Background: an optimization exercise with open tools, aiming at small area and a short achievable clock period. Do not read the settings as production practice.
At most, simulation tests tie the RTL to the original design; equivalence was not proved.
No functional check of the RTL was part of runs 2 to 7.
In runs 6 and 7 the design's own scripts or RTL, not TritonCTS, make the clock network.
The flow treats the clock pin as an ideal source. Dropping or thinning the clock tree relies on that and would not hold on a real chip.
No activity file was given, so power comes from the tool's default toggle rates.

`flow/design.v`:
```
module rca_adder_64 (
    input  wire [63:0] a,      
    input  wire [63:0] b,      
    input  wire        cin,    
    output wire [63:0] sum,    
    output wire        cout    
);
    assign {cout, sum} = a + b + cin;
endmodule
module carry_sel_adder_64 (
	input  wire [63:0] a,
	input  wire [63:0] b,
	input  wire        cin,
	output wire [63:0] sum,
	output wire        cout
);
	parameter BLOCK_WIDTH = 16;   
	wire [3:0] carry;   
	wire [BLOCK_WIDTH:0] sum0_block0;  
	wire [BLOCK_WIDTH:0] sum1_block0;  
	assign {sum0_block0[BLOCK_WIDTH], sum0_block0[BLOCK_WIDTH - 1:0]} = a[15:0] + b[15:0] + 1'b0;
	assign {sum1_block0[BLOCK_WIDTH], sum1_block0[BLOCK_WIDTH - 1:0]} = a[15:0] + b[15:0] + 1'b1;
	assign {carry[0], sum[15:0]} = cin ? sum1_block0 : sum0_block0;
	genvar i;
	generate
		for (i = 1; i < 4; i = i + 1) begin : cs_block
			wire [BLOCK_WIDTH:0] sum0;  
			wire [BLOCK_WIDTH:0] sum1;  
			localparam integer L = i * BLOCK_WIDTH;
			localparam integer H = i * BLOCK_WIDTH + BLOCK_WIDTH - 1;
			assign {sum0[BLOCK_WIDTH], sum0[BLOCK_WIDTH - 1:0]} = a[H:L] + b[H:L] + 1'b0;
			assign {sum1[BLOCK_WIDTH], sum1[BLOCK_WIDTH - 1:0]} = a[H:L] + b[H:L] + 1'b1;
			assign {carry[i], sum[H:L]} = carry[i - 1] ? sum1 : sum0;
		end
	endgenerate
	assign cout = carry[3];
endmodule
module ling_adder_64 (
  input  wire [63:0] a,
  input  wire [63:0] b,
  input  wire        cin,
  output wire [63:0] sum,
  output wire        cout
);
  wire [63:0] p = a ^ b;
  wire [63:0] g = a & b;
  wire [63:0] t = a | b;
  localparam BLK = 4;
  localparam NB  = 64/BLK;  
  wire [NB-1:0] Pblk, Gblk;
  genvar bi;
  generate
    for (bi=0; bi<NB; bi=bi+1) begin : GEN_BLK_PG
      localparam integer L = bi*BLK;
      localparam integer H = L+BLK-1;
      wire [3:0] pp = p[H:L];
      wire [3:0] gg = g[H:L];
      assign Pblk[bi] = &pp;  
      assign Gblk[bi] = gg[3]
                      | (pp[3] & gg[2])
                      | (pp[3] & pp[2] & gg[1])
                      | (pp[3] & pp[2] & pp[1] & gg[0]);
    end
  endgenerate
  wire [NB-1:0] Pg0 = Pblk;
  wire [NB-1:0] Gg0 = Gblk;
  function integer POW2; input integer k; begin POW2 = (1<<k); end endfunction
  wire [NB-1:0] Pg1, Gg1, Pg2, Gg2, Pg3, Gg3, Pg4, Gg4;
  genvar i1;
  generate
    for (i1=0; i1<NB; i1=i1+1) begin : LVL1
      if (i1>=1) begin
        assign Gg1[i1] = Gg0[i1] | (Pg0[i1] & Gg0[i1-1]);
        assign Pg1[i1] = Pg0[i1] & Pg0[i1-1];
      end else begin
        assign Gg1[i1] = Gg0[i1];
        assign Pg1[i1] = Pg0[i1];
      end
    end
  endgenerate
  genvar i2;
  generate
    for (i2=0; i2<NB; i2=i2+1) begin : LVL2
      if (i2>=2) begin
        assign Gg2[i2] = Gg1[i2] | (Pg1[i2] & Gg1[i2-2]);
        assign Pg2[i2] = Pg1[i2] & Pg1[i2-2];
      end else begin
        assign Gg2[i2] = Gg1[i2];
        assign Pg2[i2] = Pg1[i2];
      end
    end
  endgenerate
  genvar i3;
  generate
    for (i3=0; i3<NB; i3=i3+1) begin : LVL3
      if (i3>=4) begin
        assign Gg3[i3] = Gg2[i3] | (Pg2[i3] & Gg2[i3-4]);
        assign Pg3[i3] = Pg2[i3] & Pg2[i3-4];
      end else begin
        assign Gg3[i3] = Gg2[i3];
        assign Pg3[i3] = Pg2[i3];
      end
    end
  endgenerate
  genvar i4;
  generate
    for (i4=0; i4<NB; i4=i4+1) begin : LVL4
      if (i4>=8) begin
        assign Gg4[i4] = Gg3[i4] | (Pg3[i4] & Gg3[i4-8]);
        assign Pg4[i4] = Pg3[i4] & Pg3[i4-8];
      end else begin
        assign Gg4[i4] = Gg3[i4];
        assign Pg4[i4] = Pg3[i4];
      end
    end
  endgenerate
  wire [NB:0] Hblk;   
  assign Hblk[0] = cin;
  genvar ci;
  generate
    for (ci=1; ci<=NB; ci=ci+1) begin : GEN_HBLK
      assign Hblk[ci] = Gg4[ci-1] | (Pg4[ci-1] & cin);
    end
  endgenerate
  genvar bj;
  generate
    for (bj=0; bj<NB; bj=bj+1) begin : GEN_BLOCK_SUM
      localparam integer L = bj*BLK;
      localparam integer H = L+BLK-1;
      wire [3:0] pp = p[H:L];
      wire [3:0] gg = g[H:L];
      wire [3:0] tt = t[H:L];
      wire       h_m1 = Hblk[bj];
      wire       h0   = gg[0] | (pp[0] & h_m1);
      wire       h1   = gg[1] | (pp[1] & gg[0]) | (pp[1] & pp[0] & h_m1);
      wire       h2   = gg[2] | (pp[2] & gg[1]) | (pp[2] & pp[1] & gg[0]) | (pp[2] & pp[1] & pp[0] & h_m1);
      wire       h3   = gg[3] | (pp[3] & gg[2]) | (pp[3] & pp[2] & gg[1]) | (pp[3] & pp[2] & pp[1] & gg[0]) | (pp[3] & pp[2] & pp[1] & pp[0] & h_m1);
      assign sum[L+0] = pp[0] ^ (h_m1);
      assign sum[L+1] = pp[1] ^ (h0   & tt[0]);
      assign sum[L+2] = pp[2] ^ (h1   & tt[1]);
      assign sum[L+3] = pp[3] ^ (h2   & tt[2]);
    end
  endgenerate
  assign cout = Hblk[NB] & t[63];
endmodule
module cla_adder_64 (
  input  wire [63:0] a,
  input  wire [63:0] b,
  input  wire        cin,
  output wire [63:0] sum,
  output wire        cout
);
  localparam integer WIDTH = 64;
  localparam integer BLK   = 4;           
  localparam integer GRP   = 4;           
  localparam integer NB    = WIDTH/BLK;   
  localparam integer NG    = NB/GRP;      
  wire [WIDTH-1:0] p = a ^ b;
  wire [WIDTH-1:0] g = a & b;
  wire [NB-1:0] GP_block_G;
  wire [NB-1:0] GP_block_P;
  wire [NB:0] c_block;   
  assign c_block[0] = cin;
  wire [NG:0] c_group;   
  assign c_group[0] = cin;
  genvar bi, bj;
  generate
    for (bi = 0; bi < NB; bi = bi + 1) begin : GEN_BLK
      wire [BLK-1:0] pp, gg;
      for (bj = 0; bj < BLK; bj = bj + 1) begin : GEN_BITIDX
        assign pp[bj] = p[bi * BLK + bj];
        assign gg[bj] = g[bi * BLK + bj];
      end
      wire Pblk =  pp[3] &  pp[2] &  pp[1] &  pp[0];
      wire Gblk =  gg[3] |
                  (pp[3] & gg[2]) |
                  (pp[3] & pp[2] & gg[1]) |
                  (pp[3] & pp[2] & pp[1] & gg[0]);
      assign GP_block_P[bi] = Pblk;
      assign GP_block_G[bi] = Gblk;
    end
  endgenerate
  wire [NG-1:0] GP_group_G, GP_group_P;
  generate
    genvar gi;
    for (gi = 0; gi < NG; gi = gi + 1) begin : GEN_GRP
      localparam integer base = gi*GRP;
      wire p0 = GP_block_P[base + 0];
      wire p1 = GP_block_P[base + 1];
      wire p2 = GP_block_P[base + 2];
      wire p3 = GP_block_P[base + 3];
      wire g0 = GP_block_G[base + 0];
      wire g1 = GP_block_G[base + 1];
      wire g2 = GP_block_G[base + 2];
      wire g3 = GP_block_G[base + 3];
      wire Pgrp = p3 & p2 & p1 & p0;
      wire Ggrp = g3 |(p3 & g2) |(p3 & p2 & g1) |(p3 & p2 & p1 & g0);
      assign GP_group_P[gi] = Pgrp;
      assign GP_group_G[gi] = Ggrp;
      assign c_group[gi+1] = Ggrp | (Pgrp & c_group[gi]);
      assign c_block[base+0] = c_group[gi];
      assign c_block[base+1] = g0 | (p0 & c_block[base+0]);
      assign c_block[base+2] = g1 | (p1 & c_block[base+1]);
      assign c_block[base+3] = g2 | (p2 & c_block[base+2]);
    end
  endgenerate
  assign cout = c_group[NG];
  generate
    genvar kb;
    for (kb = 0; kb < NB; kb = kb + 1) begin : GEN_SUM_BLK
      wire c0 = c_block[kb + 0];
      wire c1 = g[kb * BLK + 0] | (p[kb * BLK + 0] & c0);
      wire c2 = g[kb * BLK + 1] | (p[kb * BLK + 1] & c1);
      wire c3 = g[kb * BLK + 2] | (p[kb * BLK + 2] & c2);
      assign sum[kb * BLK + 0] = p[kb * BLK + 0] ^ c0;
      assign sum[kb * BLK + 1] = p[kb * BLK + 1] ^ c1;
      assign sum[kb * BLK + 2] = p[kb * BLK + 2] ^ c2;
      assign sum[kb * BLK + 3] = p[kb * BLK + 3] ^ c3;
    end
  endgenerate
endmodule
module carry_skip_adder_64 (
  input  wire [63:0] a,
  input  wire [63:0] b,
  input  wire        cin,
  output wire [63:0] sum,
  output wire        cout
);
  localparam integer WIDTH = 64;
  localparam integer BLK   = 8;
  localparam integer NB = WIDTH/BLK;
  wire [WIDTH-1:0] p = a ^ b;
  wire [WIDTH-1:0] g = a & b;
  wire [NB:0] c_blk;
  assign c_blk[0] = cin;
  wire [NB-1:0] P_blk;
  wire [NB-1:0] Cout_blk;
  genvar bi, j;
  generate
    for (bi = 0; bi < NB; bi = bi + 1) begin : GEN_BLK
      localparam integer base = bi*BLK;
      wire [BLK:0] c;     
      assign c[0] = c_blk[bi];
      for (j = 0; j < BLK; j = j + 1) begin : GEN_BITS
        assign c[j+1]           = g[base+j] | (p[base+j] & c[j]);
        assign sum[base + j]    = p[base+j] ^ c[j];
      end
      wire P_all = &p[base +: BLK];
      assign P_blk[bi]  = P_all;
      assign Cout_blk[bi] = c[BLK];
      assign c_blk[bi+1] = (P_all & c_blk[bi]) | ((~P_all) & Cout_blk[bi]);
    end
  endgenerate
  assign cout = c_blk[NB];
endmodule
module adders_top (
    input  wire        clk,
    input  wire        rst_n,
    input  wire        a_bit_in,            
    input  wire        b_bit_in,            
    input  wire        cin_in,              
    input  wire        start_in,            
    output reg  [63:0] sum_out,
    output reg         cout_out,
    output wire        ready_out            
);
    reg a_q, b_q, cin_q;
    reg       start_q;
    reg [6:0] cnt;
    reg       ready_q;
    wire idle = (cnt == 7'd0);
    wire init = (cnt == 7'd62);    
    always @(posedge clk) begin
        a_q   <= a_bit_in;
        b_q   <= b_bit_in;
        cin_q <= cin_in;
    end
    always @(posedge clk) begin
        sum_out  <= {a_q ^ b_q ^ cout_out, sum_out[63:1]};
        cout_out <= init ? cin_q : ((a_q & b_q) | (cout_out & (a_q | b_q)));
    end
    always @(posedge clk or negedge rst_n) begin
        if (!rst_n) begin
            start_q <= 1'b0;
            cnt     <= 7'd0;
            ready_q <= 1'b0;
        end else begin
            start_q <= start_in;
            if (!idle)
                cnt <= cnt + 7'd1;
            else if (start_q)
                cnt <= 7'd62;
            ready_q <= (cnt == 7'd126);
        end
    end
    assign ready_out = ready_q;
endmodule
```
`flow/config.mk`:
```
export PLATFORM = sky130hd
export DESIGN_NAME = adders_top
export DESIGN_NICKNAME = adders_top
export VERILOG_FILES = /design/flow/design.v
export SDC_FILE = /design/flow/constraint.sdc
export NUM_CORES = 4
export LEC_CHECK = 0
export CAP_MARGIN = 20
export CORE_MARGIN = 2
export CORE_UTILIZATION = 40
export SLEW_MARGIN = 20
```
`flow/run.sh`:
```
#!/bin/bash
# synth_recipe.tcl (not shown) runs the flow's synth.tcl, then flattens the netlist and writes it again
# the make line also repeats each setting of config.mk as NAME=value (left out here)
make -C /OpenROAD-flow-scripts/flow DESIGN_CONFIG=/design/flow/config.mk WORK_HOME=/design/flow/orfs CLKGATE_MAP_FILE= SYNTH_SCRIPT=/design/flow/synth_recipe.tcl finish
```
`flow/constraint.sdc`:
```
create_clock -name core_clock -period 4.0 [get_ports {clk}]
set_input_delay 0.8000 -clock core_clock [delete_from_list [all_inputs] [get_ports {clk}]]
set_output_delay 0.8000 -clock core_clock [all_outputs]
set_load 0.01 [all_outputs]
```
==> flow_metrics.tcl, run 1 <==
set metrics [dict create \
    outcome "no timing/DRC/antenna violations" \
    setup_viol 0 \
    post_drt_wl_per_cell_um 13.3 \
    met1_usage_pct 17.9 \
    hold_path_class "reg -> reg" \
    worstSetupEndpointType "primary output" \
    r2r-end "cnt[2]$_DFFE_PN0P_" \
    grt_max_degree 13 \
    coreArea_um2 4410 \
    worst-path-stages 1 \
    critical_path.max_fanout 2 \
    path_buf_inv 1 \
    fin_skew_ns 0.00564 \
    htree_levels 3 \
    antenna_cells 0 \
    drive_gt1_share_pct 8.50 \
    die_y_um 72.3 \
    use_met3_pct 11.4 \
    via_per_inst 4.44 \
    cts_buffer_depth 2 \
    synthTopCellsByArea "dfxtp_1, dfrtp_1, ha_1, nor4b_4, fa_1" \
    synth-async-reset-ratio_pct 11.7 \
    grt_pass1_wl_mm 5.36 \
    grt_use_met2_pct 18.8 \
    antenna_found_initial 0 \
    power.density_nw_per_um2 746 \
    yosys_warnings 1 \
    maxCapViolCount 0 \
    critical_path.endpoint "cout_out" \
    die_area_um2 5230 \
    crit_path_top_delay_cell "clkdlybuf4s50_1" \
    synth_cell_type_count 23 \
    worstSetupStartpointType "flop" \
    ys_seq_elements 77 \
    cp.required_ns 3.20 \
    syn-num-nets 123 \
    cts_tree "done" \
    synth_edf_count 0 \
    drtIter0Drc 32 \
    syn_area_per_cell_um2 16.5 \
    layout_common_cells "clkdlybuf4s50_1, dfxtp_1, clkbuf_8, dfrtp_1, nand2_1" \
    synth_top_area_cell "dfxtp_1" \
    r2r_setup_slack_ns 2.37 \
    worstRegToRegCells 5 \
    start_util_pct 42.3 \
    critical_path.cell_chain "clkdlybuf4s50_1" \
    hold_violations 0 \
    worst-slew-pin-transition_ns 0.446 \
    hold_buffers 0 \
    rsz0062_at_grt "false" \
    die_w_um 72.3 \
    rows 24 \
    ios 72 \
    fmax_mhz 490 \
    clk_pin_slew_ns 0.07 \
    routed_wl_mm 3.34 \
    maxSlewViolCount 0 \
    post-cts-setup-buffers 0 \
    critical_path_class "reg -> out" \
    yosys.area.top_type_share_pct 72.9 \
    synth_ff_type "dfxtp_1" \
    p_leak_nw 1.15 \
    first_pass_iters 4 \
    yosysSeqAreaShare_pct 85.0 \
    relSlewSlack_pct 70.2 \
    detail-route-antenna-nets 0 \
    tritoncts.num_buffers 9 \
    rr_startpoint "cnt[0]$_DFFE_PN0P_" \
    cts.sinks 77 \
    worstSkewPairLatency_ns 0.33 \
    grt_busiest_layer "met2" \
    area_growth_pct 51.1 \
    clockRootBuffer "clkbuf_8" \
    syn-cell-area_um2 1870 \
    fin_hold_ws_ns 0.344 \
    period_needed_ns 2.04 \
    io_buffers 71 \
    place.gp.congestion 0.728 \
    drc 0 \
    arrival_ns 1.24 \
    max_stage_delay_ns 0.55 \
    cts-resized-gates 0 \
    grt_use_total_pct 14.6 \
    dp_hpwl_mm 2.37 \
    critPathTopFamily "buffers and inverters" \
    startpoint "cout_out$_DFF_P_" \
    peakVddDrop_uv 446 \
    routed-via-count 1118 \
    grt_pass1_vias 1088 \
    synthCells 113 \
    fin_setup_tns_ns 0 \
    layout_commonest_cell "clkdlybuf4s50_1" \
    fin_crit_sh_pct 51.1 \
    final_net_count 205 \
    overflow 0 \
]
[where the power goes]
part / internal [mW] / total, mW / leakage [nW] / switching (mW)
combinational: 0.312 / 0.501 / 0.377 / 0.189
clock: 0.260 / 0.512 / 0.0938 / 0.252
sequential: 0.959 / 1.09 / 0.675 / 0.132
total: 1.53 / 2.10 / 1.15 / 0.574
[routing by layer]
metal	part of all wire [%]	vias up
met5	0	-
met4	0.66	0
met3	12	4
met2	41	71
met1	47	501
li1	-	542
[flip-flops by register name, indices dropped and copies added, names as in the netlist]
name      flops
cout_out      1
ready_q       1
sum_out      64
b_q           1
cnt           7
a_q           1
cin_q         1
start_q       1
[worst min path at each step]
stage                        start             endpoint  slack (ns)  cells past startpoint
2_1_floorplan   sum_out[1]$_DFF_P_   sum_out[0]$_DFF_P_        0.38                      0
3_3_place_gp   sum_out[53]$_DFF_P_  sum_out[52]$_DFF_P_        0.33                      0
3_5_place_dp   sum_out[51]$_DFF_P_  sum_out[50]$_DFF_P_        0.34                      0
4_1_cts        sum_out[14]$_DFF_P_  sum_out[13]$_DFF_P_        0.35                      0
5_1_grt        sum_out[28]$_DFF_P_  sum_out[27]$_DFF_P_        0.35                      0
6_report       sum_out[28]$_DFF_P_  sum_out[27]$_DFF_P_        0.34                      0
[logic make-up after synthesis]
kind of cell / count (synthesis) / share of synthesized area, %
compound gates: 8 / 2.81
xor+xnor: 3 / 1.41
fa+ha+maj: 4 / 3.08
buf+inv: 2 / 0.402
flops: 77 / 85.0
mux: 2 / 1.14
simple gates: 17 / 6.17
[final cells by class]
class	count	area (µm²)
sequential	77	1590
multi-input combinational	34	273
clock inverter	3	18.8
fill	328	1590
timing repair buffer	71	711
inverter	2	7.51
tap	52	65.1
clock buffer	13	159
[synth_stat cells (all sizes together), types with 2 or more instances]
cell    number
and4         2
a22oi        2
nor2         3
nand2        4
nand3b       2
inv          2
ha           3
a31oi        2
a21oi        3
dfxtp       68
xor2         2
nand2b       2
dfrtp        9
[per-stage QoR]
| step | setup slack, ns | utilization, % | power, mW | cells | area (µm²) |
|---|---|---|---|---|---|
| 2_1_floorplan | 2.54 | - | 1.25 | 113 | 1870 |
| 3_3_place_gp | 2.31 | 59.9 | 1.60 | 236 | 2640 |
| 3_5_place_dp | 2.30 | 59.9 | 1.61 | 236 | 2640 |
| 4_1_cts | 1.92 | 63.9 | 2.14 | 252 | 2820 |
| 5_1_grt | 1.89 | 63.9 | 2.23 | 252 | 2820 |
| 6_report | 1.96 | 63.9 | 2.10 | 252 | 2820 |
==> run 2: changes to the inputs <==
--- a/flow/design.v
+++ b/flow/design.v
@@ -264,33 +264,33 @@
     output reg         cout_out,
     output wire        ready_out            
 );
-    reg a_q, b_q, cin_q;
-    reg       start_q;
+    reg       s_q;
     reg [6:0] cnt;
+    reg       busy;
     reg       ready_q;
-    wire idle = (cnt == 7'd0);
-    wire init = (cnt == 7'd62);    
+    wire load_cin = (cnt == 7'd62);
+    wire last     = (cnt == 7'd127);
     always @(posedge clk) begin
-        a_q   <= a_bit_in;
-        b_q   <= b_bit_in;
-        cin_q <= cin_in;
+        s_q     <= a_bit_in ^ b_bit_in ^ cout_out;
+        sum_out <= {s_q, sum_out[63:1]};
+        if (load_cin)
+            cout_out <= cin_in;
+        else if (!last)
+            cout_out <= (a_bit_in & b_bit_in) | (cout_out & (a_bit_in | b_bit_in));
     end
     always @(posedge clk) begin
-        sum_out  <= {a_q ^ b_q ^ cout_out, sum_out[63:1]};
-        cout_out <= init ? cin_q : ((a_q & b_q) | (cout_out & (a_q | b_q)));
+        if (busy)
+            cnt <= cnt + 7'd1;
+        else
+            cnt <= 7'd62;
     end
     always @(posedge clk or negedge rst_n) begin
         if (!rst_n) begin
-            start_q <= 1'b0;
-            cnt     <= 7'd0;
+            busy    <= 1'b0;
             ready_q <= 1'b0;
         end else begin
-            start_q <= start_in;
-            if (!idle)
-                cnt <= cnt + 7'd1;
-            else if (start_q)
-                cnt <= 7'd62;
-            ready_q <= (cnt == 7'd126);
+            busy    <= busy ? !last : start_in;
+            ready_q <= busy & last;
         end
     end
     assign ready_out = ready_q;
==> run 2 against run 1 <==
  * Highest routed layer unchanged
  * Utilization up 1.7 points
  * Setup slack better by 0.0052 ns
  * Sequential share of layout area up 0.49 points
  * Area after synthesis down 7.0%
  * Sequential power about the same
  * Via count down 6.5%
  * Critical path depth unchanged
==> flow_metrics.tcl, run 2 <==
set metrics [dict create \
    grt_max_degree 12 \
    rsz0062_at_grt "false" \
    synth_commonest_cells "dfxtp_1, nand2_1, nor2_1" \
    grt_use_total_pct 13.0 \
    ios 72 \
    first_pass_iters 4 \
    yosys_warnings 1 \
    synth_top_area_cell "dfxtp_1" \
    cts_buffer_depth 2 \
    detail-route-antenna-nets 0 \
    cp.required_ns 3.20 \
    internal_power_mw 1.57 \
    syn_area_per_cell_um2 16.2 \
    cts-resized-gates 0 \
    grt_pass1_vias 1011 \
    power.density_nw_per_um2 796 \
    synth_ff_type "dfxtp_1" \
    critPathTopFamily "buffers and inverters" \
    p_leak_nw 1.09 \
    synth_edf_count 1 \
    hold_buffers 0 \
    critical_path_class "reg -> out" \
    max_stage_delay_ns 0.54 \
    period_needed_ns 2.04 \
    overflow 0 \
    rows 23 \
    fin_hold_ws_ns 0.328 \
    relSlewSlack_pct 82.3 \
    yosysMostFrequentCell "dfxtp_1" \
    routed_wl_mm 2.92 \
    peakVddDrop_uv 424 \
    min_path_cells 0 \
    place.gp.congestion 0.710 \
    post-cts-setup-buffers 0 \
    hold_violations 0 \
    combPwrFrac_pct 25.2 \
    area_growth_pct 54.4 \
    syn-cell-area_um2 1740 \
    seq_area_um2 1520 \
    clkPwrFrac_pct 23.7 \
    hold_path_class "reg -> reg" \
    worstSkewPairLatency_ns 0.32 \
    worstSetupEndpointType "primary output" \
    fin_setup_tns_ns 0 \
    tritoncts.num_buffers 9 \
    critical_path.max_fanout 2 \
    worst-slew-pin-transition_ns 0.265 \
    clockRootBuffer "clkbuf_8" \
    clk_pin_slew_ns 0.07 \
    antenna_cells 0 \
    post_drt_wl_per_cell_um 12.1 \
    setup_viol 0 \
    die_w_um 69.9 \
    htree_levels 3 \
    fmax_mhz 491 \
    top_register "sum_out" \
    r2r_setup_slack_ns 2.69 \
    antenna_found_initial 0 \
    synth-async-reset-ratio_pct 2.67 \
    maxCapViolCount 0 \
    start_util_pct 42.5 \
    die_area_um2 4880 \
    fill_cells 309 \
    die_y_um 69.9 \
    critical_path.cell_chain "clkdlybuf4s50_1" \
    io_buffers 71 \
    routed-via-count 1045 \
    drtIter0Drc 20 \
    ys_seq_elements 75 \
    worst-path-stages 1 \
    path_buf_inv 1 \
    top_regs "sum_out (64), cnt (7)" \
    synthCells 107 \
    outcome "no timing/DRC/antenna violations" \
    fin_ws_ns 1.96 \
    synth_cell_type_count 21 \
    worstSetupStartpointType "flop" \
    fin_crit_sh_pct 50.9 \
    final_net_count 197 \
    worstRegToRegCells 5 \
    syn-num-nets 116 \
    via_per_inst 4.34 \
    layout_commonest_cell "dfxtp_1" \
    largest_reg_flops 64 \
    drc 0 \
    crit_path_top_delay_cell "clkdlybuf4s50_1" \
    synthTopCellsByArea "dfxtp_1, dfrtp_1, nand2_1, edfxtp_1, ha_1" \
    yosysSeqAreaShare_pct 87.6 \
    yosys.area.top_type_share_pct 83.0 \
    fin_skew_ns 0.00299 \
    dp_slack_ns 1.80 \
    cts_tree "done" \
    switchingPower_mw 0.567 \
    maxSlewViolCount 0 \
    multi_input_area_um2 206 \
    switching_share_pct 26.6 \
    arrival_ns 1.24 \
    grt_pass1_wl_mm 4.75 \
    layout_common_cells "dfxtp_1, clkdlybuf4s50_1, clkbuf_8, nand2_1, nor2_1" \
    drive_gt1_share_pct 8.90 \
    cts.sinks 75 \
    dp_hpwl_mm 2.12 \
    coreArea_um2 4090 \
    pwr-share-seq_pct 51.1 \
]
==> run 2: cell types whose count changed after synthesis, sizes merged, moves of 2 or more <==
| cell | previous run | this run |
|---|---|---|
| a21oi | 3 | 0 |
| a22oi | 2 | 0 |
| a31oi | 2 | 0 |
| and4 | 2 | 0 |
| dfrtp | 9 | 2 |
| dfxtp | 68 | 72 |
| nand2 | 4 | 9 |
| nand3 | 0 | 4 |
| nand3b | 2 | 0 |
| nor3 | 0 | 2 |
==> run 2: per-stage QoR <==
step	total power, mW	std cells	utilization (%)	cell area [µm²]
after floorplan	1.27	107	-	1740
after global placement	1.64	227	61.3	2500
after detailed placement	1.65	227	61.3	2500
after CTS	2.16	241	65.6	2680
after global routing	2.25	241	65.6	2680
final	2.13	241	65.6	2680
==> run 2: per-layer routing <==
| metal | up-vias | routed length [µm] | track usage [%] |
|---|---|---|---|
| li1 | 501 | - | - |
| met3 | 6 | 318 | 7.65 |
| met4 | 0 | 51 | 7.69 |
| met5 | - | 0 | 0 |
| met2 | 57 | 1240 | 18.3 |
| met1 | 481 | 1310 | 15.3 |
==> run 2: cell families after synthesis <==
| group | count (synthesis) | synth area share [%] |
|---|---|---|
| compound gates | 1 | 0.288 |
| xor+xnor | 3 | 1.51 |
| fa+ha+maj | 3 | 2.59 |
| buf+inv | 2 | 0.504 |
| flops | 75 | 87.6 |
| mux | 2 | 1.22 |
| simple gates | 21 | 6.27 |
==> run 2: cell type report <==
cell class / instances / area share, %
inverters: 1 / 0.140
clock inverters: 2 / 0.373
clock buffers: 12 / 6.21
repair buffers: 71 / 26.5
multi-input cells: 30 / 7.70
well taps: 50 / 2.33
flip-flops and latches: 75 / 56.7
==> run 2: path summary, 6_finish.rpt <==
check / from / to
setup / recovery: cout_out$_DFFE_PP_ / cout_out
hold / removal: s_q$_DFF_P_ / sum_out[63]$_DFF_P_
setup reg to reg: cnt[0]$_SDFF_PN0_ / cout_out$_DFFE_PP_
hold reg to reg: s_q$_DFF_P_ / sum_out[63]$_DFF_P_
max in group asynchronous: rst_n / ready_q$_DFF_PN0_
min in group asynchronous: rst_n / busy$_DFF_PN0_
==> run 2: power groups by stage <==
stage                     clock network [mW]  registers [mW]  logic (mW)
after floorplan                            0            1.17      0.0960
after global placement                     0            1.10       0.538
after detailed placement                   0            1.11       0.543
after CTS                              0.520            1.10       0.546
after global routing                   0.554            1.12       0.571
final                                  0.505            1.09       0.538
==> run 3: changes to the inputs <==
--- a/flow/config.mk
+++ b/flow/config.mk
@@ -8,4 +8,5 @@
 export CAP_MARGIN = 20
 export CORE_MARGIN = 2
 export CORE_UTILIZATION = 40
+export SETUP_SLACK_MARGIN = 2.5
 export SLEW_MARGIN = 20
==> run 3 against run 2 <==
  * Global-route usage is 1.3 points higher
  * Cell area up 9.6%
  * Non-clock buffer count is 10 higher
  * Clock power grew 17%
  * Critical path depth is the same
  * Largest cell class unchanged
  * First-iteration DRC count is 5.0% lower
  * Still clean
  * Clock skew up 0.00060 ns
  * Count of clock-buffer cells in the layout decreased by 2
  * Via count increased by 2.2%
  * Critical path type unchanged
==> flow_metrics.tcl, run 3 <==
set metrics [dict create \
    dp_hpwl_mm 2.15 \
    instances_no_fill 252 \
    rr_startpoint "cout_out$_DFFE_PP_" \
    via_per_inst 4.24 \
    critPathTopFamily "flip-flops" \
    synth_cell_type_count 21 \
    pwr-share-seq_pct 49.6 \
    largest_reg_flops 64 \
    grt_use_total_pct 14.3 \
    cp.required_ns 3.20 \
    critical_path_class "reg -> out" \
    stdcell_area_um2 2940 \
    cts.sinks 75 \
    drive_gt1_share_pct 79.2 \
    overflow 0 \
    drc 0 \
    start_util_pct 42.5 \
    yosys.area.top_type_share_pct 83.0 \
    place_inst 227 \
    antenna_cells 0 \
    cts_buffer_depth 2 \
    first_pass_iters 2 \
    synth_xor_area_share_pct 1.51 \
    ios 72 \
    final_net_count 207 \
    synth_edf_count 1 \
    r2r_setup_slack_ns 2.58 \
    fmax_mhz 589 \
    top_regs "sum_out (64), cnt (7)" \
    clkPwrFrac_pct 25.2 \
    arrival_ns 0.90 \
    r2r-end "cout_out$_DFFE_PP_" \
    outcome "no timing/DRC/antenna violations" \
    synth-simple-area-share_pct 6.27 \
    synth-compound-area-share_pct 0.288 \
    hp-start "s_q$_DFF_P_" \
    power.density_nw_per_um2 797 \
    switching_share_pct 26.4 \
    tritoncts.num_buffers 9 \
    grt_max_degree 13 \
    syn_area_per_cell_um2 16.2 \
    ys_seq_elements 75 \
    synthCells 107 \
    rsz0062_at_grt "true" \
    worstSetupEndpointType "primary output" \
    routed-via-count 1068 \
    critical_path.cell_chain "buf_2" \
    die_y_um 69.9 \
    synth_commonest_cells "dfxtp_1, nand2_1, nor2_1" \
    crit_path_top_delay_cell "edfxtp_1" \
    routed_wl_mm 3.22 \
    clk_pin_slew_ns 0.07 \
    period_needed_ns 1.70 \
    worstSetupStartpointType "flop" \
    cts_tree "done" \
    grt_pass1_vias 1086 \
    yosys.area_share.adder_pct 2.59 \
    place.gp.congestion 0.715 \
    io_buffers 71 \
    synth_mux_area_share_pct 1.22 \
    combPwrFrac_pct 25.2 \
    switchingPower_mw 0.619 \
    coreArea_um2 4090 \
    fin_setup_tns_ns 0 \
    detail-route-antenna-nets 0 \
    relSlewSlack_pct 81.1 \
    die_w_um 69.9 \
    hold_violations 0 \
    synth_top_area_cell "dfxtp_1" \
    area_growth_pct 69.2 \
    worst-slew-pin-transition_ns 0.283 \
    path_buf_inv 1 \
    antenna_found_initial 0 \
    fin_crit_sh_pct 42.4 \
    clockRootBuffer "clkbuf_8" \
    synth_top_family_by_area "simple AND/OR/NAND/NOR gates" \
    die_area_um2 4880 \
    critical_path.max_fanout 2 \
    maxCapViolCount 0 \
    max_stage_delay_ns 0.41 \
    layout_common_cells "buf_6, dfxtp_2, buf_4, nand2_1, clkbuf_8" \
    fin_hold_ws_ns 0.329 \
    hold_path_class "reg -> reg" \
    synthTopCellsByArea "dfxtp_1, dfrtp_1, nand2_1, edfxtp_1, ha_1" \
    htree_levels 3 \
    yosysMostFrequentCell "dfxtp_1" \
    dpl-instance-area_um2 2510 \
    worstSkewPairLatency_ns 0.33 \
    syn-cell-area_um2 1740 \
    grt_pass1_wl_mm 5.21 \
    internal_power_mw 1.72 \
    hold-path-endpoint "sum_out[63]$_DFF_P_" \
    peakVddDrop_uv 473 \
    worstRegToRegCells 3 \
    yosysSeqAreaShare_pct 87.6 \
    synth-async-reset-ratio_pct 2.67 \
    worst-path-stages 1 \
    post_drt_wl_per_cell_um 12.8 \
    yosys_warnings 1 \
    min_path_cells 0 \
    synth_ff_type "dfxtp_1" \
    p_leak_nw 1.31 \
    setup_viol 0 \
    maxSlewViolCount 0 \
    drtIter0Drc 19 \
    rows 23 \
    fin_skew_ns 0.00359 \
    top_register "sum_out" \
    syn-num-nets 116 \
]
==> run 3: cell counts after synthesis <==
No cell type changed its count.
==> run 3: what timing repair did <==
action,in CTS,in global routing
hold buffers,0,0
setup buffers,6,4
setup endpoints to repair,68,66
pin swaps,1,0
resized for setup,396,2
hold endpoints to repair,0,0
==> run 3: kinds of logic after synthesis <==
family | Yosys count
fa+ha+maj | 3
buf+inv | 2
mux | 2
simple gates | 21
flops | 75
compound gates | 1
xor+xnor | 3
==> run 3: per-layer routing <==
metal / track usage, % / share of wire, %
met4: 10.3 / 3.2
met3: 6.64 / 9.7
met5: 0 / 0
met1: 16.9 / 44
met2: 20.4 / 43
==> run 3: power by group through the flow <==
stage | combinational, mW | clock (mW) | sequential [mW]
floorplan | 0.0977 | 0 | 1.17
global placement | 0.540 | 0 | 1.10
detailed placement | 0.548 | 0 | 1.11
CTS | 0.590 | 0.611 | 1.17
global route | 0.631 | 0.645 | 1.19
finish | 0.590 | 0.590 | 1.16
==> run 3: stage by stage <==
step                util [%]  total power [mW]  worst slack (ns)
floorplan                  -              1.27              2.33
global placement        61.5              1.64              1.87
detailed placement      61.5              1.66              1.84
CTS                     71.0              2.37              2.27
global route            71.9              2.47              2.26
finish                  71.9              2.34              2.30
==> run 3: cell type report <==
cell class / count / area (µm²)
clock buffer: 10 / 128
fill: 284 / 1150
clock inverter: 5 / 78.8
multi-input combinational: 30 / 213
inverter: 1 / 3.75
tap: 50 / 62.6
sequential: 75 / 1600
timing repair buffer: 81 / 851
==> run 3: worst max path at each step <==
| stage | slack (ns) | startpoint | to |
|---|---|---|---|
| global placement | 1.87 | a_bit_in | cout_out$_DFFE_PP_ |
| floorplan | 2.33 | a_bit_in | cout_out$_DFFE_PP_ |
| CTS | 2.27 | cout_out$_DFFE_PP_ | cout_out |
| global route | 2.26 | cout_out$_DFFE_PP_ | cout_out |
| detailed placement | 1.84 | a_bit_in | cout_out$_DFFE_PP_ |
| finish | 2.30 | cout_out$_DFFE_PP_ | cout_out |
==> run 4: changes to the inputs <==
--- a/flow/design.v
+++ b/flow/design.v
@@ -270,13 +270,12 @@
     reg       ready_q;
     wire load_cin = (cnt == 7'd62);
     wire last     = (cnt == 7'd127);
+    wire a_m      = a_bit_in & !last;
+    wire b_m      = b_bit_in | last;
     always @(posedge clk) begin
         s_q     <= a_bit_in ^ b_bit_in ^ cout_out;
         sum_out <= {s_q, sum_out[63:1]};
-        if (load_cin)
-            cout_out <= cin_in;
-        else if (!last)
-            cout_out <= (a_bit_in & b_bit_in) | (cout_out & (a_bit_in | b_bit_in));
+        cout_out <= load_cin ? cin_in : ((a_m & b_m) | (cout_out & (a_m | b_m)));
     end
     always @(posedge clk) begin
         if (busy)
==> flow/flow/run.sh (new file) <==
#!/bin/bash
set -euo pipefail
bash standard.sh BUFFER_PORTS_ARGS="-buffer_cell sky130_fd_sc_hd__buf_1" finish > standard.log 2>&1
==> flow/standard.sh (new file) <==
#!/bin/bash
# synth_recipe.tcl (not shown) runs the flow's synth.tcl, then flattens the netlist and writes it again
# the make line also repeats each setting of config.mk as NAME=value (left out here)
make -C /OpenROAD-flow-scripts/flow DESIGN_CONFIG=/design/flow/config.mk WORK_HOME=/design/flow/orfs CLKGATE_MAP_FILE= SYNTH_SCRIPT=/design/flow/synth_recipe.tcl "${@:-finish}"
--- a/flow/config.mk
+++ b/flow/config.mk
@@ -8,5 +8,4 @@
 export CAP_MARGIN = 20
 export CORE_MARGIN = 2
 export CORE_UTILIZATION = 40
-export SETUP_SLACK_MARGIN = 2.5
 export SLEW_MARGIN = 20
removed: flow/run.sh
==> run 4 against run 3 <==
  * Combinational power down 21%
  * Fmax down 2.1%
  * Largest power group unchanged
  * Area after synthesis up 1.7%
  * Count of clock-buffer cells in the layout up 1
  * First-iteration DRC count up 26%
  * Via count up 0.66%
  * Utilization down 18 points
  * Clock power down 0.8%
  * Non-clock buffer count down 10
  * Highest routed layer unchanged
  * Cell area down 22%
==> flow_metrics.tcl, run 4 <==
set metrics [dict create \
    outcome "no timing/DRC/antenna violations" \
    path_buf_inv 1 \
    period_needed_ns 1.73 \
    top_regs "sum_out (64), cnt (7)" \
    synth_commonest_cells "dfxtp_1, nand2_1, nand3_1, nor2_1, xnor2_1" \
    largest_reg_flops 64 \
    fmax_mhz 577 \
    worstSetupStartpointType "flop" \
    hold_violations 0 \
    tritoncts.num_buffers 9 \
    worstSetupEndpointType "primary output" \
    detail-route-antenna-nets 0 \
    synth_edf_count 0 \
    antenna_cells 0 \
    start_util_pct 41.1 \
    maxCapViolCount 0 \
    cts.sinks 75 \
    cts-resized-gates 0 \
    ys_seq_elements 75 \
    grt_use_total_pct 13.5 \
    yosys_warnings 1 \
    dp_hpwl_mm 2.22 \
    max_stage_delay_ns 0.43 \
    htree_levels 3 \
    worst-slew-pin-transition_ns 0.284 \
    p_leak_nw 0.924 \
    hold_path_class "in -> async" \
    die_y_um 70.5 \
    synthTopCellsByArea "dfxtp_1, dfrtp_1, xnor2_1, xor2_1, ha_1" \
    cts_tree "done" \
    worstSkewPairLatency_ns 0.33 \
    grt_max_degree 14 \
    fin_setup_tns_ns 0 \
    antenna_found_initial 0 \
    first_pass_iters 3 \
    place.gp.congestion 0.757 \
    synth_ff_type "dfxtp_1" \
    io_buffers 71 \
    rsz0062_at_grt "false" \
    final_net_count 202 \
    critical_path.max_fanout 5 \
    r2r_setup_slack_ns 2.64 \
    synth_top_area_cell "dfxtp_1" \
    hold_buffers 0 \
    peakVddDrop_uv 451 \
    ios 72 \
    r2r-end "cout_out$_DFF_P_" \
    cts_buffer_depth 2 \
    dpl-instance-area_um2 2090 \
    synth-async-reset-ratio_pct 2.67 \
    rows 24 \
    yosysSeqAreaShare_pct 85.6 \
    seq_area_um2 1510 \
    arrival_ns 0.93 \
    routed_wl_mm 3.03 \
    yosysMostFrequentCell "dfxtp_1" \
    area_growth_pct 30.5 \
    die_area_um2 4960 \
    layout_commonest_cell "dfxtp_1" \
    coreArea_um2 4290 \
    via_per_inst 4.28 \
    rr_startpoint "cnt[0]$_SDFF_PN0_" \
    synthCells 113 \
    drive_gt1_share_pct 10.6 \
    routed-via-count 1075 \
    drtIter0Drc 24 \
    synth_cell_type_count 20 \
    fin_crit_sh_pct 43.3 \
    drc 0 \
    yosys.area.top_type_share_pct 82.7 \
    fill_cells 384 \
    total_power_mw 2.26 \
    layout_common_cells "dfxtp_1, buf_1, clkbuf_8, nand2_1" \
    grt_pass1_vias 1020 \
    multi_input_area_um2 244 \
    crit_path_top_delay_cell "dfxtp_1" \
    relSlewSlack_pct 81.0 \
    worstRegToRegCells 5 \
    overflow 0 \
    post-cts-setup-buffers 0 \
    maxSlewViolCount 0 \
    power.density_nw_per_um2 982 \
    grt_pass1_wl_mm 4.84 \
    top_register "sum_out" \
    syn-cell-area_um2 1770 \
    post_drt_wl_per_cell_um 12.1 \
    cp.required_ns 3.20 \
    die_w_um 70.5 \
    stdcell_area_um2 2310 \
    critical_path_class "reg -> out" \
    critical_path.cell_chain "buf_1" \
    clockRootBuffer "clkbuf_8" \
    fin_skew_ns 0.00749 \
    clk_pin_slew_ns 0.07 \
    critPathTopFamily "flip-flops" \
    setup_viol 0 \
    syn_area_per_cell_um2 15.6 \
    syn-num-nets 121 \
]
run 4: per-layer routing:
| layer | vias to the layer above | part of all wire, % | track usage (%) |
|---|---|---|---|
| met1 | 494 | 40 | 14.2 |
| met5 | - | 0 | 0 |
| li1 | 520 | - | - |
| met4 | 0 | 1.9 | 6.41 |
| met3 | 6 | 11 | 9.96 |
| met2 | 55 | 46 | 20.1 |
run 4: final cells by class:
cell class              count  share of cell area (%)
clock buffers              11                    6.57
repair buffers             71                    11.6
multi-input cells          35                    10.6
flip-flops and latches     75                    65.5
well taps                  52                    2.82
clock inverters             5                    2.60
inverters                   2                   0.326
run 4: report_power, final:
group	total [mW]	switching [mW]	internal (mW)
clock network	0.585	0.261	0.324
registers	1.21	0.167	1.05
logic	0.465	0.286	0.179
total	2.26	0.714	1.55
run 4: logic make-up after synthesis:
family                   Yosys count  synth area share, %
AO/OA/AOI/OAI                      6                 2.69
buffers and inverters              3                0.637
flip-flops                        75                 85.6
adder cells (fa/ha/maj)            3                 1.98
XOR/XNOR                           7                 3.47
AND/OR/NAND/NOR                   19                 5.67
run 4: worst max path at each step:
stage                           startpoint                to  slack (ns)  cells after the start
after floorplan                   b_bit_in  cout_out$_DFF_P_        2.57                      4
after global placement            b_bit_in  cout_out$_DFF_P_        2.40                      5
after detailed placement          b_bit_in  cout_out$_DFF_P_        2.36                      5
after CTS                 cout_out$_DFF_P_          cout_out        2.23                      1
after global routing      cout_out$_DFF_P_          cout_out        2.19                      1
final                     cout_out$_DFF_P_          cout_out        2.27                      1
run 4: stage by stage:
step	worst slack (ns)	std cells	utilization, %	hold WS, ns
CTS	2.23	251	53.7	0.219
floorplan	2.57	113	-	0.310
global placement	2.40	235	48.8	0.320
global route	2.19	251	53.7	0.219
finish	2.27	251	53.7	0.244
detailed placement	2.36	235	48.8	0.319
==> run 5: changes to the inputs <==
==> flow/flow/run.sh (replaced) <==
#!/bin/bash
set -euo pipefail
bash standard.sh BUFFER_PORTS_ARGS="-buffer_cell sky130_fd_sc_hd__buf_2" finish > standard.log 2>&1
==> run 5 against run 4 <==
  * Cell area is 4.6% higher
  * Final cell count stayed put
  * Critical path depth stayed put
  * Register-to-register slack hardly changed
  * Still clean on timing, DRC and antenna
  * Non-clock buffer count stayed put
  * Die area stayed put
==> flow_metrics.tcl, run 5 <==
set metrics [dict create \
    hold_buffers 0 \
    critical_path.max_fanout 5 \
    synthCells 113 \
    path_buf_inv 1 \
    maxSlewViolCount 0 \
    coreArea_um2 4290 \
    yosys_warnings 1 \
    route.met2.wl_mm 1.33 \
    wl_met3_um 360 \
    clk_pin_slew_ns 0.07 \
    synth-compound-area-share_pct 2.69 \
    die_area_um2 4960 \
    arrival_ns 0.95 \
    fill_cells 370 \
    cts-resized-gates 0 \
    yosysSeqAreaShare_pct 85.6 \
    synth-async-reset-ratio_pct 2.67 \
    maxCapViolCount 0 \
    synth_edf_count 0 \
    synthTopCellsByArea "dfxtp_1, dfrtp_1, xnor2_1, xor2_1, ha_1" \
    via_per_inst 4.26 \
    wl_met1_mm 1.27 \
    synth_top_family_by_area "simple AND/OR/NAND/NOR gates" \
    synth-simple-area-share_pct 5.67 \
    final_util_pct 56.1 \
    clockRootBuffer "clkbuf_8" \
    start_util_pct 41.1 \
    synth_ff_type "dfxtp_1" \
    multi_input_area_um2 244 \
    synth_commonest_cells "dfxtp_1, nand2_1, nand3_1, nor2_1, xnor2_1" \
    rows 24 \
    drive_gt1_share_pct 45.7 \
    fin_setup_tns_ns 0 \
    outcome "no timing/DRC/antenna violations" \
    layout_common_cells "dfxtp_1, buf_2, clkbuf_8, nand2_1" \
    grt_pass1_wl_mm 4.88 \
    routed_wl_mm 3.03 \
    fmax_mhz 570 \
    synth_xor_area_share_pct 3.47 \
    critical_path_class "reg -> out" \
    critical_path.cell_chain "buf_2" \
    cts_tree "done" \
    hold_violations 0 \
    cp.required_ns 3.20 \
    drtIter0Drc 15 \
    worst-slew-pin-transition_ns 0.267 \
    worstSkewPairLatency_ns 0.34 \
    synth_cell_type_count 20 \
    synth_mux_area_share_pct 0 \
    relSlewSlack_pct 82.2 \
    synth_top_area_cell "dfxtp_1" \
    die_w_um 70.5 \
    syn-num-nets 121 \
    top_regs "sum_out (64), cnt (7)" \
    detail-route-antenna-nets 0 \
    worstSetupEndpointType "primary output" \
    largest_reg_flops 64 \
    setup_viol 0 \
    grt_use_total_pct 13.7 \
    htree_levels 3 \
    ys_seq_elements 75 \
    antenna_cells 0 \
    overflow 0 \
    layout_commonest_cell "dfxtp_1" \
    yosys.area_share.adder_pct 1.98 \
    cts.sinks 75 \
    antenna_found_initial 0 \
    final_net_count 202 \
    critPathTopFamily "flip-flops" \
    syn_area_per_cell_um2 15.6 \
    yosysMostFrequentCell "dfxtp_1" \
    fin_skew_ns 0.00427 \
    seq_area_um2 1510 \
    hold_path_class "in -> async" \
    yosys.area.top_type_share_pct 82.7 \
    instances_no_fill 251 \
    place_inst 235 \
    area_growth_pct 36.5 \
    grt_max_degree 13 \
    fin_crit_sh_pct 43.9 \
    period_needed_ns 1.75 \
    post-cts-setup-buffers 0 \
    tritoncts.num_buffers 9 \
    grt_pass1_vias 1069 \
    p_leak_nw 1.15 \
    rsz0062_at_grt "false" \
    peakVddDrop_uv 419 \
    post_drt_wl_per_cell_um 12.1 \
    routed-via-count 1070 \
    ios 72 \
    io_buffers 71 \
    place.gp.congestion 0.777 \
    top_register "sum_out" \
    dp_hpwl_mm 2.17 \
    first_pass_iters 3 \
    power.density_nw_per_um2 985 \
    syn-cell-area_um2 1770 \
    crit_path_top_delay_cell "dfxtp_1" \
    worstSetupStartpointType "flop" \
    max_stage_delay_ns 0.44 \
    die_y_um 70.5 \
    routed.top_layer "met4" \
    drc 0 \
    cts_buffer_depth 2 \
]
[run 5: logic make-up (layout without fill, tap and decap cells)]
| logic type | Yosys count | in the layout |
|---|---|---|
| flops | 75 | 75 |
| simple gates | 19 | 19 |
| xor+xnor | 7 | 7 |
| compound gates | 6 | 6 |
| fa+ha+maj | 3 | 3 |
| buf+inv | 3 | 89 |
[run 5: layout make-up]
cell class	count	share of cell area, %
Sequential cell	75	62.7
Timing Repair Buffer	71	14.7
Multi-Input combinational cell	35	10.1
Clock buffer	12	6.43
Clock inverter	4	3.01
Tap cell	52	2.70
Inverter	2	0.311
[run 5: layer usage]
metal  vias to the layer above  GRT usage, %
met1                       484          14.0
met4                         0          10.9
li1                        523             -
met2                        54          19.4
met5                         -             0
met3                         9          9.24
[run 5: where the power goes]
group	leakage [nW]	total [mW]	internal, mW	switching (mW)
combinational	0.406	0.532	0.246	0.286
sequential	0.633	1.21	1.05	0.158
clock	0.113	0.637	0.384	0.253
[run 5: final timing paths]
kind                                   start                   to  slack (ns)  cells after the start
min in group core_clock          s_q$_DFF_P_  sum_out[63]$_DFF_P_        0.34                      0
setup / recovery            cout_out$_DFF_P_             cout_out        2.25                      1
max in group asynchronous              rst_n       busy$_DFF_PN0_        3.67                      1
hold / removal                         rst_n    ready_q$_DFF_PN0_        0.23                      1
setup reg to reg           cnt[0]$_SDFF_PN0_     cout_out$_DFF_P_        2.64                      5
hold reg to reg                  s_q$_DFF_P_  sum_out[63]$_DFF_P_        0.34                      0
[run 5: metrics by stage]
step | worst slack [ns] | hold WS [ns] | power, mW | area (µm²)
after floorplan | 2.57 | 0.310 | 1.46 | 1770
after global placement | 2.41 | 0.320 | 1.74 | 2180
after detailed placement | 2.37 | 0.314 | 1.76 | 2180
after CTS | 2.22 | 0.208 | 2.41 | 2410
after global routing | 2.19 | 0.220 | 2.51 | 2410
final | 2.25 | 0.235 | 2.37 | 2410
==> run 6: changes to the inputs <==
--- a/flow/design.v
+++ b/flow/design.v
@@ -264,24 +264,28 @@
     output reg         cout_out,
     output wire        ready_out            
 );
+    localparam [6:0] SEED = 7'b0010101;    
     reg       s_q;
+    reg       ci;
     reg [6:0] cnt;
     reg       busy;
     reg       ready_q;
-    wire load_cin = (cnt == 7'd62);
-    wire last     = (cnt == 7'd127);
-    wire a_m      = a_bit_in & !last;
-    wire b_m      = b_bit_in | last;
+    wire first = cnt[3] & !cnt[2] & cnt[1] & cnt[0];    
+    wire last  = cnt[6] & !cnt[5] & cnt[1] & !cnt[0];   
+    wire c_in = first ? ci : cout_out;
+    wire a_m  = a_bit_in & !last;
+    wire b_m  = b_bit_in | last;
     always @(posedge clk) begin
-        s_q     <= a_bit_in ^ b_bit_in ^ cout_out;
-        sum_out <= {s_q, sum_out[63:1]};
-        cout_out <= load_cin ? cin_in : ((a_m & b_m) | (cout_out & (a_m | b_m)));
+        ci       <= cin_in;
+        s_q      <= a_m ^ b_m ^ c_in;
+        cout_out <= (a_m & b_m) | (c_in & (a_m | b_m));
+        sum_out  <= {s_q, sum_out[63:1]};
     end
     always @(posedge clk) begin
         if (busy)
-            cnt <= cnt + 7'd1;
+            cnt <= {cnt[5:0], cnt[6] ^ cnt[0]};
         else
-            cnt <= 7'd62;
+            cnt <= SEED;
     end
     always @(posedge clk or negedge rst_n) begin
         if (!rst_n) begin
==> flow/flow/run.sh (replaced) <==
#!/bin/bash
set -euo pipefail
HERE=$(pwd)
bash standard.sh BUFFER_PORTS_ARGS="-buffer_cell sky130_fd_sc_hd__buf_1" \
  POST_CTS_TCL="$HERE/flow/clock.tcl" finish > standard.log 2>&1
==> flow/flow/clock.tcl (new file) <==
# POST_CTS hook: replace the clock tree that CTS built with a single level of
# clock buffers driven straight from the clock port. The flip-flops are split
# into NB groups by location (recursive median cuts); each group gets one
# buffer at its centroid. All flip-flops see the same one-buffer path.
set NB 4
set M sky130_fd_sc_hd__clkbuf_16
if { [info exists ::env(CLK_NB)] } { set NB $::env(CLK_NB) }
if { [info exists ::env(CLK_CELL)] } { set M $::env(CLK_CELL) }

set db [ord::get_db]
set block [ord::get_db_block]
set clknet [$block findNet clk]
set master [$db findMaster $M]

# Walk the clock tree from the port: collect tree cells and flip-flop clock pins.
set tree_insts {}
set tree_nets {}
set sinks {}
set todo [list $clknet]
while { [llength $todo] > 0 } {
  set net [lindex $todo 0]
  set todo [lrange $todo 1 end]
  foreach it [$net getITerms] {
    if { ![$it isInputSignal] && [[$it getMTerm] getSigType] != "CLOCK" } {
      # driver pin of this net
      continue
    }
    set inst [$it getInst]
    if { [[$inst getMaster] isSequential] } {
      lappend sinks $it
    } elseif { [lsearch -exact $tree_insts $inst] < 0 } {
      lappend tree_insts $inst
      foreach ot [$inst getITerms] {
        if { [$ot isOutputSignal] && [$ot getNet] != "NULL" } {
          lappend todo [$ot getNet]
          lappend tree_nets [$ot getNet]
        }
      }
    }
  }
}
puts "clock.tcl: [llength $sinks] sinks, removing [llength $tree_insts] tree cells"

foreach it $sinks { $it disconnect }
foreach inst $tree_insts { odb::dbInst_destroy $inst }
foreach net $tree_nets { if { [llength [$net getITerms]] == 0 } { odb::dbNet_destroy $net } }

# Group the sinks by recursive median cuts along the longer side.
proc split_groups { items n } {
  if { $n <= 1 || [llength $items] < 2 } { return [list $items] }
  set xs {}; set ys {}
  foreach d $items { lappend xs [lindex $d 0]; lappend ys [lindex $d 1] }
  set xs [lsort -integer $xs]; set ys [lsort -integer $ys]
  set w [expr {[lindex $xs end] - [lindex $xs 0]}]
  set h [expr {[lindex $ys end] - [lindex $ys 0]}]
  set idx [expr {$w >= $h ? 0 : 1}]
  set s [lsort -integer -index $idx $items]
  set n1 [expr {$n / 2}]
  set k [expr {[llength $s] * $n1 / $n}]
  return [concat [split_groups [lrange $s 0 [expr {$k-1}]] $n1] \
                 [split_groups [lrange $s $k end] [expr {$n - $n1}]]]
}
set data {}
foreach it $sinks {
  set inst [$it getInst]
  set b [$inst getBBox]
  lappend data [list [expr {([$b xMin]+[$b xMax])/2}] [expr {([$b yMin]+[$b yMax])/2}] $it]
}
set g 0
foreach grp [split_groups $data $NB] {
  set sx 0; set sy 0
  foreach d $grp { set sx [expr {$sx+[lindex $d 0]}]; set sy [expr {$sy+[lindex $d 1]}] }
  set cx [expr {$sx/[llength $grp]}]; set cy [expr {$sy/[llength $grp]}]
  set inst [odb::dbInst_create $block $master "clkroot_$g"]
  $inst setLocation $cx $cy
  $inst setPlacementStatus PLACED
  set net [odb::dbNet_create $block "clknet_root_$g"]
  $net setSigType CLOCK
  [$inst findITerm A] connect $clknet
  [$inst findITerm X] connect $net
  foreach d $grp { [lindex $d 2] connect $net }
  puts "clock.tcl: clkroot_$g drives [llength $grp] sinks"
  incr g
}
detailed_placement
check_placement -verbose
set_propagated_clock [all_clocks]
estimate_parasitics -placement
report_clock_skew
report_checks -group_path_count 5 -format end
==> run 6 against run 5 <==
  * Synthesized cell count is 18% lower
  * Clock skew is 0.0014 ns lower
  * Sequential power is essentially flat
  * Via count decreased by 14%
  * Critical endpoint is now s_q$_DFF_P_
  * Total power decreased by 19%
  * Sequential share of layout area rose by 10 points
  * Final cell count decreased by 13%
  * Critical path depth rose by 2
  * First-iteration DRC count is 67% higher
  * Wire length decreased by 19%
  * Highest routed layer unchanged
  * Setup slack improved by 0.24 ns
  * Cell area is 13% lower
==> flow_metrics.tcl, run 6 <==
set metrics [dict create \
    outcome "no timing/DRC/antenna violations" \
    synth_mux_area_share_pct 0.676 \
    area_growth_pct 25.8 \
    die_w_um 68.6 \
    worstSetupStartpointType "input pin" \
    setup_viol 0 \
    grt_pass1_wl_mm 3.45 \
    worstSetupEndpointType "flop" \
    ios 72 \
    overflow 0 \
    fmax_mhz 658 \
    clk_pin_slew_ns 0.07 \
    yosys_warnings 1 \
    hold_violations 0 \
    synth_ff_type "dfxtp_1" \
    drtIter0Drc 25 \
    synth-simple-area-share_pct 5.41 \
    grt_use_total_pct 10.4 \
    route.met2.wl_mm 1.12 \
    hold_path_class "reg -> reg" \
    layout_common_cells "dfxtp_1, buf_1, and2_1, clkbuf_16" \
    coreArea_um2 4000 \
    worstRegToRegCells 3 \
    antenna_cells 0 \
    wl_met3_um 285 \
    die_area_um2 4700 \
    synthTopCellsByArea "dfxtp_1, dfrtp_1, and2_1, fa_1, and4bb_4" \
    drive_gt1_share_pct 3.57 \
    syn-num-nets 100 \
    top_register "sum_out" \
    grt_max_degree 20 \
    relSlewSlack_pct 83.4 \
    p_leak_nw 0.826 \
    worstSkewPairLatency_ns 0.14 \
    fin_crit_sh_pct 38.0 \
    syn-cell-area_um2 1670 \
    fin_hold_ws_ns 0.333 \
    yosys.area_share.adder_pct 1.20 \
    rsz0062_at_grt "false" \
    synth_edf_count 0 \
    fin_skew_ns 0.00284 \
    peakVddDrop_uv 471 \
    fill_cells 367 \
    synth_commonest_cells "dfxtp_1, and2_1, dfrtp_1, nand2b_1" \
    synth-compound-area-share_pct 0.300 \
    maxSlewViolCount 0 \
    routed.top_layer "met4" \
    antenna_found_initial 0 \
    wl_met1_mm 1.04 \
    top_regs "sum_out (64), cnt (7)" \
    synthCells 93 \
    stdcell_area_um2 2100 \
    synth_top_family_by_area "simple AND/OR/NAND/NOR gates" \
    post_drt_wl_per_cell_um 11.3 \
    yosysSeqAreaShare_pct 91.9 \
    die_y_um 68.6 \
    dp_hpwl_mm 1.88 \
    min_path_cells 0 \
    syn_area_per_cell_um2 17.9 \
    grt_pass1_vias 764 \
    cp.required_ns 4.02 \
    fin_ws_ns 2.48 \
    yosys.area.top_type_share_pct 88.9 \
    synth_top_area_cell "dfxtp_1" \
    fin_setup_tns_ns 0 \
    cts.sinks 76 \
    total_power_mw 1.91 \
    dp_slack_ns 2.32 \
    period_needed_ns 1.52 \
    largest_reg_flops 64 \
    routed_wl_mm 2.47 \
    first_pass_iters 3 \
    layout_commonest_cell "dfxtp_1" \
    critical_path_class "in -> reg" \
    maxCapViolCount 0 \
    worst-slew-pin-transition_ns 0.249 \
    power.density_nw_per_um2 913 \
    arrival_ns 1.54 \
    synth-async-reset-ratio_pct 2.63 \
    synth_cell_type_count 15 \
    drc 0 \
    final_net_count 177 \
    rows 23 \
    routed-via-count 918 \
    io_buffers 71 \
    yosysMostFrequentCell "dfxtp_1" \
    critical_path.max_fanout 1 \
    place.gp.congestion 0.585 \
    via_per_inst 4.21 \
    detail-route-antenna-nets 0 \
    dpl-instance-area_um2 2000 \
    start_util_pct 41.7 \
    ys_seq_elements 76 \
    synth_xor_area_share_pct 0.526 \
]
run 6: cell count changes after synthesis, moves of 3 or more:
cell	previous run	this run
nor2_1	4	1
nand3_1	4	0
xor2_1	3	0
nand2_1	5	1
and2_1	1	4
xnor2_1	4	1
run 6: layer usage:
layer | global-route usage [%] | up-vias
li1 | - | 441
met1 | 12.2 | 426
met2 | 15.9 | 49
met3 | 5.84 | 2
met4 | 3.75 | 0
met5 | 0 | -
run 6: path summary, 6_finish.rpt:
kind	startpoint	endpoint	slack (ns)
worst max register to register	cnt[0]$_SDFF_PN1_	s_q$_DFF_P_	2.60
worst min register to register	s_q$_DFF_P_	sum_out[63]$_DFF_P_	0.33
min in group asynchronous	rst_n	busy$_DFF_PN0_	0.43
worst max-delay path	b_bit_in	s_q$_DFF_P_	2.48
max in group asynchronous	rst_n	ready_q$_DFF_PN0_	3.44
worst min-delay path	s_q$_DFF_P_	sum_out[63]$_DFF_P_	0.33
run 6: stage by stage:
step,cells,util [%]
global placement,214,49.9
finish,218,52.4
detailed placement,214,49.9
floorplan,93,-
global route,218,52.4
run 6: final cells by class:
cell class	instances	area (µm²)	share of cell area, %
timing repair buffer	71	267	12.7
tap	50	62.6	2.99
buffer	4	100	4.78
sequential	76	1530	73.1
multi-input combinational	17	135	6.45
run 6: critical path, stage by stage:
cell	delay, ns
buf_1	0.07
or2_1	0.23
fa_1	0.44
run 6: report_power, final:
part	switching, mW	internal [mW]	total (mW)
sequential	0.140	1.05	1.19
clock	0.167	0.180	0.347
combinational	0.231	0.141	0.372
total	0.538	1.37	1.91
run 6: kinds of logic after synthesis:
kind of cell	count (synthesis)
compound gates	1
xor+xnor	1
fa+ha+maj	1
flops	76
mux	1
simple gates	13
==> run 7: changes to the inputs <==
--- a/flow/design.v
+++ b/flow/design.v
@@ -267,18 +267,18 @@
     localparam [6:0] SEED = 7'b0010101;    
     reg       s_q;
     reg       ci;
+    reg       c;
     reg [6:0] cnt;
     reg       busy;
     reg       ready_q;
     wire first = cnt[3] & !cnt[2] & cnt[1] & cnt[0];    
     wire last  = cnt[6] & !cnt[5] & cnt[1] & !cnt[0];   
-    wire c_in = first ? ci : cout_out;
-    wire a_m  = a_bit_in & !last;
-    wire b_m  = b_bit_in | last;
+    wire c_in = first ? ci : c;
     always @(posedge clk) begin
         ci       <= cin_in;
-        s_q      <= a_m ^ b_m ^ c_in;
-        cout_out <= (a_m & b_m) | (c_in & (a_m | b_m));
+        s_q      <= a_bit_in ^ b_bit_in ^ c_in;
+        c        <= (a_bit_in & b_bit_in) | (c_in & (a_bit_in | b_bit_in));
+        cout_out <= c;
         sum_out  <= {s_q, sum_out[63:1]};
     end
     always @(posedge clk) begin
==> run 7 against run 6 <==
  * Global-route usage fell by 0.35 points
  * Flip-flop and latch count rose by 1
  * Area after synthesis rose by 1.1%
  * Synthesized cell count rose by 2.2%
==> flow_metrics.tcl, run 7 <==
set metrics [dict create \
    outcome "no timing/DRC/antenna violations" \
    relSlewSlack_pct 85.3 \
    fin_skew_ns 0.00427 \
    rows 23 \
    syn_area_per_cell_um2 17.7 \
    syn-num-nets 102 \
    antenna_cells 0 \
    place_inst 216 \
    fin_hold_ws_ns 0.337 \
    first_pass_iters 2 \
    yosys.area.top_type_share_pct 89.2 \
    die_w_um 68.9 \
    synth_ff_type "dfxtp_1" \
    synth-async-reset-ratio_pct 2.60 \
    synth_top_area_cell "dfxtp_1" \
    rsz0062_at_grt "false" \
    largest_reg_flops 64 \
    detail-route-antenna-nets 0 \
    grt_pass1_vias 745 \
    period_needed_ns 1.48 \
    rr_startpoint "cnt[0]$_SDFF_PN1_" \
    seq_area_um2 1550 \
    worst-slew-pin-transition_ns 0.221 \
    hold_path_class "reg -> reg" \
    worstSetupStartpointType "flop" \
    drc 0 \
    fin_crit_sh_pct 37.0 \
    crit_path_top_delay_cell "dfxtp_1" \
    start_util_pct 41.8 \
    worstSkewPairLatency_ns 0.14 \
    critical_path.cell_chain "buf_1" \
    synth_commonest_cells "dfxtp_1, and2_2, inv_1" \
    die_area_um2 4750 \
    drtIter0Drc 13 \
    antenna_found_initial 0 \
    power.density_nw_per_um2 858 \
    instances_no_fill 220 \
    critical_path.max_fanout 2 \
    die_y_um 68.9 \
    io_buffers 71 \
    overflow 0 \
    yosys_warnings 1 \
    fill_cells 351 \
    grt_pass1_wl_mm 3.28 \
    maxSlewViolCount 0 \
    coreArea_um2 4030 \
    arrival_ns 0.68 \
    fin_setup_tns_ns 0 \
    path_buf_inv 1 \
    ys_seq_elements 77 \
    fin_ws_ns 2.52 \
    dp_slack_ns 2.40 \
    p_leak_nw 0.857 \
    peakVddDrop_uv 331 \
    worstSetupEndpointType "primary output" \
    area_growth_pct 25.5 \
    synthCells 95 \
    synthTopCellsByArea "dfxtp_1, dfrtp_1, and2_2, fa_1, nand4b_1" \
    critPathTopFamily "flip-flops" \
    synth_edf_count 0 \
    combPwrFrac_pct 17.4 \
    grt_max_degree 21 \
    dp_hpwl_mm 1.80 \
    layout_common_cells "dfxtp_1, buf_1, inv_1, and2_2, clkbuf_16" \
    cts.sinks 77 \
    clk_pin_slew_ns 0.07 \
    maxCapViolCount 0 \
    setup_viol 0 \
    top_regs "sum_out (64), cnt (7)" \
    switching_share_pct 26.7 \
    internal_power_mw 1.33 \
    clkPwrFrac_pct 19.4 \
    hold_violations 0 \
    yosysMostFrequentCell "dfxtp_1" \
    grt_use_total_pct 10.0 \
    routed-via-count 915 \
    yosysSeqAreaShare_pct 92.1 \
    max_stage_delay_ns 0.37 \
    critical_path_class "reg -> out" \
    pwr-share-seq_pct 63.2 \
    top_register "sum_out" \
    final_net_count 179 \
    switchingPower_mw 0.485 \
    routed_wl_mm 2.48 \
    place.gp.congestion 0.604 \
    startpoint "sum_out[34]$_DFF_P_" \
    layout_commonest_cell "dfxtp_1" \
    multi_input_area_um2 118 \
    drive_gt1_share_pct 4.71 \
    synth_cell_type_count 12 \
    via_per_inst 4.16 \
    syn-cell-area_um2 1680 \
    cp.required_ns 3.20 \
    ios 72 \
    post_drt_wl_per_cell_um 11.3 \
    fmax_mhz 675 \
    hp-start "s_q$_DFF_P_" \
]
run 7: layout make-up:
| cell class | instances | area share (%) |
|---|---|---|
| Buffer | 4 | 4.74 |
| Inverter | 4 | 0.710 |
| Timing Repair Buffer | 71 | 12.6 |
| Multi-Input combinational cell | 14 | 5.57 |
| Tap cell | 50 | 2.96 |
| Sequential cell | 77 | 73.4 |
run 7: through the flow:
step	power [mW]	instance area, µm²	utilization, %
5_1_grt	1.92	2110	52.5
3_3_place_gp	1.48	2010	50.0
3_5_place_dp	1.49	2010	50.0
2_1_floorplan	1.31	1680	-
6_report	1.81	2110	52.5
run 7: kinds of logic after synthesis:
group,Yosys count,synth area share (%)
multiplexers,1,0.594
buffers and inverters,4,0.891
AND/OR/NAND/NOR,10,4.16
AO/OA/AOI/OAI,1,0.520
adder cells (fa/ha/maj),1,1.19
XOR/XNOR,1,0.520
flip-flops,77,92.1
run 7: metal layers:
layer / track usage, % / wire, µm / share of wire [%] / vias to the layer above
met5: 0 / 0 / 0 / -
met4: 3.68 / 32 / 1.3 / 0
met3: 6.33 / 304 / 12 / 4
met2: 15.3 / 1050 / 42 / 52
met1: 11.4 / 1090 / 44 / 416
li1: - / - / - / 443
run 7: path summary, 6_finish.rpt:
| path | to | slack (ns) | cells past startpoint |
|---|---|---|---|
| max | sum_out[34] | 2.52 | 1 |
| min | sum_out[63]$_DFF_P_ | 0.34 | 0 |
| max reg2reg | s_q$_DFF_P_ | 2.70 | 4 |
| min reg2reg | sum_out[63]$_DFF_P_ | 0.34 | 0 |
| max in group asynchronous | busy$_DFF_PN0_ | 3.45 | 1 |
| min in group asynchronous | ready_q$_DFF_PN0_ | 0.43 | 1 |
run 7: power by group through the flow:
stage	Combinational, mW	Clock (mW)	Sequential, mW
floorplan	0.0636	0	1.24
global placement	0.322	0	1.15
detailed placement	0.323	0	1.16
global route	0.349	0.386	1.18
finish	0.316	0.352	1.15

what the ideal ports hide:
Ports are ideal in the flow. The routed layouts listed here were re-timed in OpenROAD.
Step 1 sets driving cells, clkbuf_16 on the clock port and buf_2 on the other inputs (assumed; they add their load-dependent delay and slew).
Step 2 also shifts input and output timing later by t, the mid clock arrival at the registers, as if the neighbouring blocks saw the same clock.
Slacks: ideal ports / drivers / drivers and shift; pairs: ideal ports / drivers.
| run | shift t [ns] | setup slack, ns | latest minus earliest clock arrival (ns) | worst register clock-pin slew, ns |
|---|---|---|---|---|
| run 1 | 0.356 | 1.958 / 1.931 / 2.287 | 0.006 / 0.006 | 0.07 / 0.07 |
| run 2 | 0.346 | 1.963 / 1.939 / 1.810 | 0.004 / 0.004 | 0.07 / 0.07 |
| run 3 | 0.353 | 2.302 / 2.281 / 2.155 | 0.005 / 0.005 | 0.07 / 0.07 |
| run 4 | 0.356 | 2.267 / 2.241 / 2.365 | 0.008 / 0.008 | 0.08 / 0.08 |
| run 5 | 0.365 | 2.245 / 2.220 / 2.379 | 0.004 / 0.005 | 0.07 / 0.07 |
| run 6 | 0.204 | 2.480 / 2.457 / 2.325 | 0.005 / 0.006 | 0.07 / 0.07 |
| run 7 | 0.206 | 2.520 / 2.451 / 2.401 | 0.005 / 0.005 | 0.07 / 0.07 |
After both steps setup and hold are still met in every run listed. For run 6, which loses most, drivers alone change the setup slack by -0.023 ns; drivers and shift together by -0.155 ns.
